What follows belongs to an exercise in optimizing a design on an open flow for small area, a short achievable clock period and few clock cycles; a production flow would make more cautious choices. Function was checked by simulation only, so behaviour that the tests miss may differ from the original. Power figures rest on the tool's default switching activity, not on a simulated workload.

**flow/run.sh**
```bash
#!/bin/bash
# synth_recipe.tcl (not shown) runs the flow's synth.tcl, then flattens the netlist and writes it again
# the make line also repeats each setting of config.mk as NAME=value (left out here)
make -C /OpenROAD-flow-scripts/flow DESIGN_CONFIG=/design/flow/config.mk WORK_HOME=/design/flow/orfs CLKGATE_MAP_FILE= SYNTH_SCRIPT=/design/flow/synth_recipe.tcl finish
```
**flow/config.mk**
```make
export PLATFORM = sky130hd
export DESIGN_NAME = mips_pipeline
export DESIGN_NICKNAME = mips_pipeline
export VERILOG_FILES = /design/flow/design.v
export SDC_FILE = /design/flow/constraint.sdc
export NUM_CORES = 4
export LEC_CHECK = 0
export CAP_MARGIN = 20
export CORE_MARGIN = 2
export CORE_UTILIZATION = 60
export PLACE_DENSITY = 0.75
export SLEW_MARGIN = 20
export SYNTH_HIERARCHICAL = 1
export SYNTH_MINIMUM_KEEP_SIZE = 0
```
**flow/constraint.sdc**
```tcl
create_clock -name core_clock -period 24.0 [get_ports {clk}]
set_input_delay 4.8000 -clock core_clock [delete_from_list [all_inputs] [get_ports {clk}]]
set_output_delay 4.8000 -clock core_clock [all_outputs]
set_load 0.01 [all_outputs]
```
**flow/design.v**
```verilog
module mips_pipeline(
input clk,
input rst_n,
output [6:0] imem_addr,
input [31:0] imem_rdata,
output [6:0] dmem_addr,
output [31:0] dmem_wdata,
output dmem_we,
input [31:0] dmem_rdata,
output wb_en,
output [4:0] wb_addr,
output [31:0] wb_data
    );
reg  [6:0]  pc_f;           
reg  [31:0] ir;             
reg  [31:1] s_rs, s_rt;     
reg  [6:0]  pc_e;           
reg         fwd_rs, fwd_rt; 
reg         v_e;            
reg         m_we;           
reg         m_load;         
reg         m_store;        
reg  [4:0]  m_rd;
reg  [31:0] m_res;          
reg  [31:0] m_sd;           
reg  [6:0]  m_addr;         
reg         w_en;
reg  [4:0]  w_rd;
reg  [31:0] w_data;
reg  [31:0] rf [1:31];
reg  [31:1] rf_v;           
integer i;
wire [5:0] op = ir[31:26];
wire [4:0] rs = ir[25:21];
wire [4:0] rt = ir[20:16];
wire [4:0] rd = ir[15:11];
wire [5:0] fn = ir[5:0];
wire op_r    = (op == 6'h00);
wire op_jr   = op_r & fn[3];
wire op_sh   = op_r & ~fn[5] & ~fn[3];    
wire op_shv  = op_sh & fn[2];             
wire op_lui  = (op == 6'h0F);
wire op_lw   = (op == 6'h23);
wire op_sw   = (op == 6'h2B);
wire op_beq  = (op == 6'h04);
wire op_bne  = (op == 6'h05);
wire op_j    = (op == 6'h02);
wire wr_rt   = (op == 6'h08) | (op == 6'h0C) | (op == 6'h0D) | op_lui | op_lw;
wire wr_rd   = op_r & ~op_jr;
wire [4:0] dst = op_r ? rd : rt;
wire use_rs  = ~(op_j | op_lui | (op_sh & ~op_shv));
wire use_rt  = op_r | op_beq | op_bne | op_sw;
wire wr_any  = (wr_rt | wr_rd) & (dst != 5'd0);
wire [32*31-1:0] rf_flat;
genvar gi;
generate for (gi = 1; gi < 32; gi = gi + 1) begin : g_rf
	assign rf_flat[32*(gi-1) +: 32] = rf[gi];
end endgenerate
wire [31:0] a, bt;
operand u_rs(.sel(s_rs), .vld(rf_v), .rfd(rf_flat), .fwd(fwd_rs & m_we), .fv(m_res), .o(a));
operand u_rt(.sel(s_rt), .vld(rf_v), .rfd(rf_flat), .fwd(fwd_rt & m_we), .fv(m_res), .o(bt));
wire replay = m_we & m_load & ((fwd_rs & use_rs) | (fwd_rt & use_rt));
wire go = v_e & ~replay;
wire [31:0] result;
wire [6:0]  addr;
alu u_alu(.ir(ir), .a(a), .bt(bt), .result(result), .addr(addr));
wire redirect;
wire [6:0] pc_redir;
branch u_br(.ir(ir), .a(a), .bt(bt), .pc_e(pc_e), .pc_f(pc_f), .v_e(v_e),
            .replay(replay), .redirect(redirect), .pc_redir(pc_redir));
wire [6:0] pred;
predict u_pred(.w(imem_rdata), .pc(pc_f), .pred(pred));
assign imem_addr = pc_f;
always @(posedge clk or negedge rst_n) begin
	if (!rst_n) begin
		pc_f <= 7'd0; v_e <= 1'b0;
	end else if (redirect) begin
		pc_f <= pc_redir; v_e <= 1'b0;
	end else begin
		pc_f <= pred; v_e <= 1'b1;
	end
end
always @(posedge clk) begin
	ir <= imem_rdata; pc_e <= pc_f;
	fwd_rs <= (imem_rdata[25:21] == dst) & wr_any;
	fwd_rt <= (imem_rdata[20:16] == dst) & wr_any;
	for (i = 1; i < 32; i = i + 1) begin
		s_rs[i] <= (imem_rdata[25:21] == i);
		s_rt[i] <= (imem_rdata[20:16] == i);
	end
end
always @(posedge clk or negedge rst_n) begin
	if (!rst_n) begin
		m_we <= 1'b0; m_store <= 1'b0;
	end else begin
		m_we <= go & wr_any;
		m_store <= go & op_sw;
	end
end
always @(posedge clk) begin
	m_load <= op_lw;
	m_rd <= dst;
	m_res <= result;
	m_sd <= bt;
	m_addr <= addr;
end
assign dmem_addr = m_addr;
assign dmem_wdata = m_sd;
assign dmem_we = m_store;
wire [31:0] wr_data = m_load ? dmem_rdata : m_res;
always @(posedge clk) begin
	if (m_we) rf[m_rd] <= wr_data;
end
always @(posedge clk or negedge rst_n) begin
	if (!rst_n) rf_v <= 31'd0;
	else if (m_we) rf_v[m_rd] <= 1'b1;
end
always @(posedge clk or negedge rst_n) begin
	if (!rst_n) w_en <= 1'b0;
	else w_en <= m_we;
end
always @(posedge clk) begin
	w_rd <= m_rd;
	w_data <= wr_data;
end
assign wb_en = w_en;
assign wb_addr = w_rd;
assign wb_data = w_data;
endmodule
module operand(
input [31:1] sel,
input [31:1] vld,
input [32*31-1:0] rfd,
input fwd,
input [31:0] fv,
output [31:0] o
);
reg [31:0] r;
reg v;
integer i;
always @(*) begin
	r = 32'd0; v = 1'b0;
	for (i = 1; i < 32; i = i + 1) begin
		r = r | ({32{sel[i]}} & rfd[32*(i-1) +: 32]);
		v = v | (sel[i] & vld[i]);
	end
end
assign o = ({32{fwd}} & fv) | ({32{~fwd & v}} & r);
endmodule
module alu(
input [31:0] ir,
input [31:0] a,
input [31:0] bt,
output [31:0] result,
output [6:0] addr
);
wire [5:0] op = ir[31:26];
wire [5:0] fn = ir[5:0];
wire op_r   = (op == 6'h00);
wire op_sh  = op_r & ~fn[5] & ~fn[3];
wire op_shv = op_sh & fn[2];
wire op_lui = (op == 6'h0F);
wire op_ori = (op == 6'h0D);
wire [31:0] simm = {{16{ir[15]}}, ir[15:0]};
wire [31:0] b = op_r ? bt : simm;
wire sub = op_r & fn[1];
wire [31:0] sum;
adder32 u_add(.x(a), .y(sub ? ~b : b), .cin(sub), .s(sum));
assign addr = sum[8:2];
wire [1:0] lsel = op_r ? fn[1:0] : {1'b0, op_ori};
reg  [31:0] logic_r;
always @(*) begin
	case (lsel)
	2'd0: logic_r = a & b;
	2'd1: logic_r = a | b;
	2'd2: logic_r = a ^ b;
	default: logic_r = ~(a | b);
	endcase
end
wire [4:0]  shamt = op_lui ? 5'd16 : (op_shv ? a[4:0] : ir[10:6]);
wire        shr   = op_sh & fn[1];
function [31:0] rev(input [31:0] x);
	integer k;
	for (k = 0; k < 32; k = k + 1) rev[k] = x[31-k];
endfunction
wire [31:0] sh_in = shr ? rev(b) : b;
wire [31:0] sh_out = sh_in << shamt;
wire [31:0] shifted = shr ? rev(sh_out) : sh_out;
wire is_logic = (op_r & fn[5] & fn[2]) | (op == 6'h0C) | op_ori;
wire is_shift = op_sh | op_lui;
assign result = is_shift ? shifted : is_logic ? logic_r : sum;
endmodule
module adder32(input [31:0] x, input [31:0] y, input cin, output [31:0] s);
reg [31:0] g, p, pp;
integer l, j;
always @(*) begin
	g = x & y; p = x ^ y; pp = p;
	g[0] = g[0] | (p[0] & cin);
	for (l = 1; l < 32; l = l * 2)
		for (j = 31; j >= l; j = j - 1) begin
			g[j] = g[j] | (pp[j] & g[j-l]);
			pp[j] = pp[j] & pp[j-l];
		end
end
assign s = p ^ {g[30:0], cin};
endmodule
module branch(
input [31:0] ir,
input [31:0] a,
input [31:0] bt,
input [6:0] pc_e,
input [6:0] pc_f,
input v_e,
input replay,
output redirect,
output [6:0] pc_redir
);
wire [5:0] op = ir[31:26];
wire op_r    = (op == 6'h00);
wire op_jr   = op_r & ir[3];
wire op_beq  = (op == 6'h04);
wire op_bne  = (op == 6'h05);
wire op_bgtz = (op == 6'h07);
wire op_bz   = (op == 6'h01);
wire op_j    = (op == 6'h02);
wire is_b    = op_beq | op_bne | op_bgtz | op_bz;
wire [6:0] pc_seq = pc_e + 7'd1;
wire [6:0] pc_br  = pc_seq + ir[6:0];
wire mis_seq = (pc_seq != pc_f);
wire mis_br  = (pc_br != pc_f);
wire mis_j   = (ir[6:0] != pc_f);
wire mis_jr  = (a[8:2] != pc_f);
wire eq    = (a == bt);
wire azero = (a == 32'd0);
wire cond  = (op_beq & eq) | (op_bne & ~eq) | (op_bgtz & ~a[31] & ~azero) |
             (op_bz & (ir[16] ^ a[31]));
assign redirect = v_e & (replay | (op_j & mis_j) | (op_jr & mis_jr) |
                         (is_b & (cond ? mis_br : mis_seq)) |
                         (~op_j & ~op_jr & ~is_b & mis_seq));
assign pc_redir = replay ? pc_e : op_j ? ir[6:0] : op_jr ? a[8:2] :
                  (is_b & cond) ? pc_br : pc_seq;
endmodule
module predict(input [31:0] w, input [6:0] pc, output [6:0] pred);
wire [5:0] o = w[31:26];
wire br = (o == 6'h04) | (o == 6'h05) | (o == 6'h07) | (o == 6'h01);
assign pred = (o == 6'h02) ? w[6:0] :
              (br & w[15]) ? pc + 7'd1 + w[6:0] : pc + 7'd1;
endmodule
```
==> qor.txt, run 1 <==
max-cap violations - 0
vias per inst - 8.40
number of fill cells in the layout - 6,844
Synth Cell Area - 59,400 sq um
crit path time final - 7.15 ns
CTS Buffer Depth - 3
Area Overhead vs Synth - 12.8%
Initial DRT Pass Iterations - 22
Slew Limit Fails - 0
Worst EP arrival - 7.73 ns
core region area - 98,300 sq um
Hold Buf Count CTS - 0
CTS Buf Count - 132
Die W - 319 microns
clock sink count - 1,246
hold_sp - m_rd[1]$_DFF_P_
setup TNS - 0 ns
Final Hold Fails - 0
area of the die - 101,000 sq um
CTS tree - built
via count - 52,400
largest net degree at the start of global routing - 65
first-pass GRT wire length - 363,000 microns
HPWL Detailed - 153,000 microns
setup repair bufs after CTS - 0
Skew-Pair Late Insertion Delay - 0.79 ns
antenna violations before repair - 16
Setup WS post-layout - 16.85 ns
Layout Utilization - 0.682
initial core utilization - 0.604
status - timing/DRC/antenna clean
vias in the first global route - 48,700
syn nets - 4,921
Port Buffers - 150
CP Class - flip-flop to flip-flop
layout cell share with drive strength beyond 1 - 0.125
WP data required - 24.57 ns
pre-CTS setup slack - 16.76 ns
static leakage - 22.6 nW
Reg-to-Reg Start - s_rt[25]$_DFF_P_
yosys warns - 10
Critical Path Start - s_rt[25]$_DFF_P_
final setup fails - 0
Root Driver - clkbuf_16
PwrDens - 79.4 nW/um^2
Routed WL - 267,000 microns
Overflow after GRT - 0
row count - 115
Final Cycle Share - 0.298
CP Max Fanout - 19
Syn Area/Cell - 12.6 sq um
Final Skew - 0.0350 ns
DRC viols - 0
overall global routing resource usage - 0.512
cells after synthesis - 4,730
Detailed Route Iter0 Violations - 13,000
most frequent cells in the layout - edfxtp_1 (992), a22oi_1 (422), a221oi_1 (261)
antenna-violating nets left - 0
# IOs - 151
H-tree level count - 4
Achievable Freq - 140 MHz
clock-pin slew on the worst setup and hold paths - 0.06 ns
critical path capture point type - flip-flop
WL/cell - 42.8 microns
post-CTS sizing - 0
Final nets - 5,021
startpoint types - flip-flop
RSZ-0062 raised after global routing - false
Worst Max-Slew Pin Slew - 1.36 ns
relative slew slack - 0.0876
Placer Congestion - 1.12
die height - 319 microns
Hold Crit Class - flip-flop to flip-flop
Worst VDD drop - 88.1 uV
most common cell after layout, fill and taps aside - edfxtp_1
[flip-flops by register name, summed over array words and instances, names as in the netlist]
signal and count:
fwd_rs 1, fwd_rt 1, ir 27, m_addr 7
m_load 1, m_rd 5, m_res 32, m_sd 32
m_store 1, m_we 1, pc_e 7, pc_f 7
rf 992, rf_v 31, s_rs 31, s_rt 31
v_e 1, w_data 32, w_en 1, w_rd 5
[metal layers]
metal	global-route usage	vias up	share of wire
met5	0.0336	-	0.0021
met4	0.389	25	0.10
met3	0.277	1882	0.20
met2	0.670	6339	0.38
met1	0.626	24500	0.31
li1	-	19700	-
[critical path: stages (launching register included)]
cell and delay, ns:
dfxtp_2 0.64, buf_4 0.46, a22o_1 0.27, a221oi_1 0.23
nand4_1 0.19, nor3_1 1.06, o21ai_0 0.19, buf_4 0.24
xnor2_1 0.13, o21ai_0 0.70, ha_1 0.47, a21oi_1 0.32
o21ai_0 0.19, nor2_1 0.20, nand3b_1 0.21, and3b_1 0.22
nor3_1 0.56, o211ai_1 0.18, o21a_1 0.13, o21ai_0 0.34
[report_power, final]
part           switching [mW]  internal [mW]
logic                   0.484          0.270
registers              0.0755           2.41
clock network           0.898           1.18
total                    1.46           3.86
[area by class of cell]
class                           instances  area, sq um  area share
Tap cell                             1287         1610      0.0240
Clock buffer                          179         3630      0.0542
Multi-Input combinational cell       3040        22700       0.340
Inverter                               95          357     0.00532
Clock inverter                         62          714      0.0107
Sequential cell                      1246        35200       0.525
Timing Repair Buffer                  315         2740      0.0409
Antenna cell                           12         30.0    0.000448
[metrics by stage]
| step | power, mW | cells | area (sq um) | hold slack, ns |
|---|---|---|---|---|
| 6_report | 5.32 | 6236 | 67000 | 0.468 |
| 5_1_grt | 5.42 | 6228 | 67000 | 0.468 |
| 4_1_cts | 5.25 | 6222 | 66900 | 0.466 |
| 3_5_place_dp | 3.23 | 5981 | 62500 | 0.457 |
| 3_3_place_gp | 3.22 | 5981 | 62500 | 0.461 |
| 2_1_floorplan | 2.95 | 4730 | 59400 | 0.329 |
[final timing paths]
path / end / slack (ns) / cells past startpoint
min in group asynchronous: m_we$_DFF_PN0_ / 4.02 / 1
setup reg to reg: m_res[31]$_DFF_P_ / 16.85 / 19
hold / removal: w_rd[1]$_DFF_P_ / 0.47 / 0
setup / recovery: m_res[31]$_DFF_P_ / 16.85 / 19
hold reg to reg: w_rd[1]$_DFF_P_ / 0.47 / 0
max in group asynchronous: rf_v[27]$_DFFE_PN0P_ / 19.57 / 1
Testbench counts, summed over its fixed seeds: cycles 26,801.
==> run 2, diff against run 1 <==
--- a/flow/design.v
+++ b/flow/design.v
@@ -13,4 +13,5 @@
     );
 reg  [6:0]  pc_f;           
+reg  [6:0]  pc_on;          
 reg  [31:0] ir;             
 reg  [31:1] s_rs, s_rt;     
@@ -69,15 +70,21 @@
 branch u_br(.ir(ir), .a(a), .bt(bt), .pc_e(pc_e), .pc_f(pc_f), .v_e(v_e),
             .replay(replay), .redirect(redirect), .pc_redir(pc_redir));
-wire [6:0] pred;
-predict u_pred(.w(imem_rdata), .pc(pc_f), .pred(pred));
-assign imem_addr = pc_f;
+wire e_addsub = v_e & ((op_r & fn[5] & ~fn[2]) | (op == 6'h08));
+wire jr_fwd = e_addsub & ~imem_rdata[31] & ~imem_rdata[29] & ~imem_rdata[28] &
+              ~imem_rdata[27] & ~imem_rdata[26] & imem_rdata[3] & ~imem_rdata[5];
+wire [6:0] npc;
+nextpc u_npc(.w(imem_rdata), .pc(pc_f), .jr_fwd(jr_fwd), .jr_tgt(addr),
+             .redirect(redirect), .pc_redir(pc_redir), .npc(npc));
+assign imem_addr = ~pc_on;
 always @(posedge clk or negedge rst_n) begin
 	if (!rst_n) begin
 		pc_f <= 7'd0; v_e <= 1'b0;
-	end else if (redirect) begin
-		pc_f <= pc_redir; v_e <= 1'b0;
 	end else begin
-		pc_f <= pred; v_e <= 1'b1;
-	end
+		pc_f <= npc; v_e <= ~redirect;
+	end
+end
+always @(posedge clk or negedge rst_n) begin
+	if (!rst_n) pc_on <= 7'h7f;
+	else pc_on <= ~npc;
 end
 always @(posedge clk) begin
@@ -241,8 +248,35 @@
                   (is_b & cond) ? pc_br : pc_seq;
 endmodule
-module predict(input [31:0] w, input [6:0] pc, output [6:0] pred);
+module nextpc(
+input [31:0] w,
+input [6:0] pc,
+input jr_fwd,
+input [6:0] jr_tgt,
+input redirect,
+input [6:0] pc_redir,
+output [6:0] npc
+);
 wire [5:0] o = w[31:26];
-wire br = (o == 6'h04) | (o == 6'h05) | (o == 6'h07) | (o == 6'h01);
-assign pred = (o == 6'h02) ? w[6:0] :
-              (br & w[15]) ? pc + 7'd1 + w[6:0] : pc + 7'd1;
-endmodule
+wire lo = ~o[5] & ~o[3];
+wire j  = lo & o[1] & ~o[2];
+wire bb = lo & (o[2] | o[0]) & w[15];
+wire [6:0] seq = pc + 7'd1;
+reg [6:0] g, p, pp;
+integer l, k;
+always @(*) begin
+	g = seq & w[6:0]; p = seq ^ w[6:0]; pp = p;
+	for (l = 1; l < 7; l = l * 2)
+		for (k = 6; k >= l; k = k - 1) begin
+			g[k] = g[k] | (pp[k] & g[k-l]);
+			pp[k] = pp[k] & pp[k-l];
+		end
+end
+wire [6:0] tgt = p ^ {g[5:0], 1'b0};
+wire s_r  = redirect;
+wire s_jr = ~redirect & jr_fwd;
+wire s_j  = ~redirect & ~jr_fwd & j;
+wire s_t  = ~redirect & ~jr_fwd & ~j & bb;
+wire s_s  = ~redirect & ~jr_fwd & ~j & ~bb;
+assign npc = ({7{s_r}} & pc_redir) | ({7{s_jr}} & jr_tgt) | ({7{s_j}} & w[6:0]) |
+             ({7{s_t}} & tgt) | ({7{s_s}} & seq);
+endmodule
==> flow/flow/run.sh (new file) <==
#!/bin/bash
# Own flow: the standard flow, with every port buffer a buf_2 instead of
# the cell buffer_ports picks by default (a delay cell, slow and larger).
set -euo pipefail
export BUFFER_PORTS_ARGS="-buffer_cell sky130_fd_sc_hd__buf_2"
bash standard.sh synth > synth.log 2>&1
bash standard.sh > layout.log 2>&1
==> flow/standard.sh (new file) <==
#!/bin/bash
# synth_recipe.tcl (not shown) runs the flow's synth.tcl, then flattens the netlist and writes it again
# the make line also repeats each setting of config.mk as NAME=value (left out here)
make -C /OpenROAD-flow-scripts/flow DESIGN_CONFIG=/design/flow/config.mk WORK_HOME=/design/flow/orfs CLKGATE_MAP_FILE= SYNTH_SCRIPT=/design/flow/synth_recipe.tcl "${@:-finish}"
--- a/flow/config.mk
+++ b/flow/config.mk
@@ -8,7 +8,9 @@
 export CAP_MARGIN = 20
 export CORE_MARGIN = 2
-export CORE_UTILIZATION = 60
-export PLACE_DENSITY = 0.75
-export SLEW_MARGIN = 20
+export CORE_UTILIZATION = 45
+export CTS_CLUSTER_DIAMETER = 60
+export CTS_CLUSTER_SIZE = 30
+export PLACE_DENSITY = 0.6
+export SLEW_MARGIN = 40
 export SYNTH_HIERARCHICAL = 1
 export SYNTH_MINIMUM_KEEP_SIZE = 0
removed: flow/run.sh
==> qor.txt, run 2 <==
status - timing/DRC/antenna clean
Hold WS - 0.496 ns (+0.0286 ns)
cells after synthesis - 4,728 (-0.042%)
CP Cell Sequence - buf_4 -> a22o_1 -> a221oi_1 -> nand3_1 -> nor3_1 -> o21ai_0 -> xnor2_1 -> nand4_1 -> nor4_2 -> a21oi_1 -> nor3_4 -> o311ai_1 -> buf_4 -> nor3b_4 -> nand2_1 -> o311ai_1 -> inv_1
combinational share of power - 0.141 (about the same)
RSZ-0062 raised after global routing - false
Worst VDD drop - 66.3 uV (-25%)
Detailed Route Iter0 Violations - 11,200 (-14%)
relative slew slack - 0.341 (+0.253)
PwrDens - 76.9 nW/um^2 (-3.1%)
WP data required - 24.65 ns (+0.08 ns)
Net Switching - 1.53 mW (+5.0%)
final setup fails - 0 (unchanged)
syn nets - 4,918 (-0.061%)
CP Class - flip-flop to flip-flop
post-route total power - 5.14 mW (-3.4%)
core region area - 131,000 sq um (+33%)
Cell Area, Placed - 62,700 sq um (+0.34%)
dpl cells - 6,469 (+8.2%)
Int Pwr - 3.61 mW (-6.6%)
clock sink count - 1,253 (+0.56%)
sequential cell area - 35,400 sq um (+0.57%)
WL/cell - 42.3 microns (-1.2%)
max-cap violations - 0 (unchanged)
layout cell share with drive strength beyond 1 - 0.165 (+0.0397)
Achievable Freq - 153 MHz (+9.2%)
Final Skew - 0.0596 ns (+0.0246 ns)
Placer Congestion - 0.987 (-12%)
initial core utilization - 0.452 (-0.152)
vias per inst - 7.61 (-9.5%)
Routed WL - 283,000 microns (+5.9%)
power share of the clock group - 0.371 (-0.020)
critical path capture point type - flip-flop
post-CTS sizing - 0 (unchanged)
pre-CTS setup slack - 16.95 ns (+0.191 ns)
overall global routing resource usage - 0.407 (-0.105)
via count - 50,900 (-3.0%)
sw frac - 0.298 (+0.0239)
antenna-violating nets left - 0 (unchanged)
die height - 367 microns (+15%)
CTS Buf Count - 104 (-21%)
CTS tree - built
Setup WS post-layout - 17.45 ns (+0.605 ns)
Slew Limit Fails - 0 (unchanged)
first-pass GRT wire length - 382,000 microns (+5.2%)
Syn Area/Cell - 12.5 sq um (about the same)
antenna violations before repair - 29 (+13)
most frequent cells in the layout - edfxtp_1 (992), a22oi_1 (421), a22o_1 (262), a221oi_1 (262), nand2_1 (207)
setup TNS - 0 ns (unchanged)
final non-filler cell total - 6,685 (+7.2%)
DRC viols - 0 (unchanged)
Skew-Pair Late Insertion Delay - 0.78 ns (about the same)
H-tree level count - 3 (-1)
Root Driver - clkbuf_16
row count - 133 (+16%)
clock-pin slew on the worst setup and hold paths - 0.07 ns (about the same)
max incr delay on CP - 0.72 ns (-0.34 ns)
HPWL Detailed - 167,000 microns (+9.3%)
Port Buffers - 150 (unchanged)
Area Overhead vs Synth - 12.6%
Overflow after GRT - 0 (unchanged)
Synth Cell Area - 59,300 sq um (-0.13%)
# IOs - 151 (unchanged)
CP Max Fanout - 26 (+7)
Final Cycle Share - 0.273 (-0.0252)
Hold Crit Class - flip-flop to flip-flop
most common cell after layout, fill and taps aside - edfxtp_1
Layout Utilization - 0.509 (-0.172)
Largest Register - rf
crit path time final - 6.55 ns (-0.605 ns)
Die W - 367 microns (+15%)
Hold Buf Count CTS - 0 (unchanged)
yosys warns - 11 (+1)
setup repair bufs after CTS - 0 (unchanged)
area of the die - 135,000 sq um (+33%)
Worst Max-Slew Pin Slew - 0.989 ns (-0.369 ns)
Seq pwr share - 0.488 (+0.021)
Design Area, Final - 66,800 sq um (-0.32%)
CTS Buffer Depth - 3 (unchanged)
number of fill cells in the layout - 11,400 (+67%)
Initial DRT Pass Iterations - 11 (-50%)
multi-input logic area - 22,700 sq um (-0.40%)
Worst EP arrival - 7.20 ns (-0.53 ns)
Final Hold Fails - 0 (unchanged)
largest net degree at the start of global routing - 68 (+4.6%)
Final nets - 5,012 (-0.18%)
static leakage - 22.4 nW (-1.0%)
startpoint types - flip-flop
vias in the first global route - 46,700 (-4.0%)
max FFs per register - 992 (unchanged)
Crit-path slowest cell - nor3_1
-- run 2: routing by layer --
layer / track usage / routed length [microns] / share of wire / up-vias
li1: - / - / - / 19600
met1: 0.512 / 96200 / 0.34 / 24900
met2: 0.579 / 116000 / 0.41 / 4954
met3: 0.163 / 46700 / 0.17 / 1332
met4: 0.264 / 23600 / 0.084 / 40
met5: 0 / 339 / 0.0012 / -
-- run 2: worst max-delay path, delay by kind of cell (launching register included) --
family | cells | cell delay, ns
AO/OA/AOI/OAI | 6 | 1.88
XOR/XNOR | 1 | 0.71
buffers and inverters | 3 | 0.74
flip-flops | 1 | 0.50
AND/OR/NAND/NOR | 7 | 2.54
-- run 2: cell type report --
class / instances / area share
Antenna cell: 17 / 0.000637
Clock buffer: 115 / 0.0407
Clock inverter: 82 / 0.0170
Inverter: 117 / 0.00658
Multi-Input combinational cell: 3016 / 0.339
Sequential cell: 1253 / 0.530
Tap cell: 1755 / 0.0329
Timing Repair Buffer: 330 / 0.0334
-- run 2: power by group through the flow --
stage / registers (mW) / clock network (mW) / logic (mW)
finish: 2.51 / 1.91 / 0.725
CTS: 2.50 / 1.90 / 0.691
detailed placement: 2.55 / 0 / 0.689
global route: 2.51 / 1.98 / 0.759
floorplan: 2.52 / 0 / 0.431
global placement: 2.55 / 0 / 0.686
-- run 2: final timing paths --
path	to	slack, ns	from	cells after the start
worst max register to register	pc_on[4]$_DFF_PN1_	17.45	s_rs[12]$_DFF_P_	17
min in group asynchronous	pc_f[3]$_DFF_PN0_	4.18	rst_n	2
worst max-delay path	pc_on[4]$_DFF_PN1_	17.45	s_rs[12]$_DFF_P_	17
worst min-delay path	rf_v[30]$_DFFE_PN0P_	0.50	rf_v[30]$_DFFE_PN0P_	1
max in group asynchronous	w_en$_DFF_PN0_	19.37	rst_n	2
worst min register to register	rf_v[30]$_DFFE_PN0P_	0.50	rf_v[30]$_DFFE_PN0P_	1
Testbench counts of run 2, summed over its fixed seeds: cycles 26,140.

[re-timing with driven ports]
No port has a modelled driver above. Below, the same layouts with a new extraction and two added sets of constraints.
Step 1 assumes that a clkbuf_16 drives the clock port and a buf_2 every other input.
Step 2, shift: input delay + t, output delay - t, t = (earliest + latest rising clock arrival at the registers) / 2. This alone moves slack from input paths to output paths.
a / b / c = ideal ports / drivers / drivers and shift; a / b = the first two.
| run | shift t [ns] | setup slack, ns | worst setup path at the end | latest minus earliest clock arrival (ns) |
|---|---|---|---|---|
| run 1 | 0.845 | 16.845 / 16.845 / 16.728 | input to register | 0.040 / 0.040 |
| run 2 | 0.838 | 17.450 / 17.450 / 17.142 | input to register | 0.060 / 0.060 |
After both steps setup and hold are still met in every run listed. The setup slack of run 2, which loses most, moves by 0.000 ns with the drivers and by -0.308 ns with both steps.
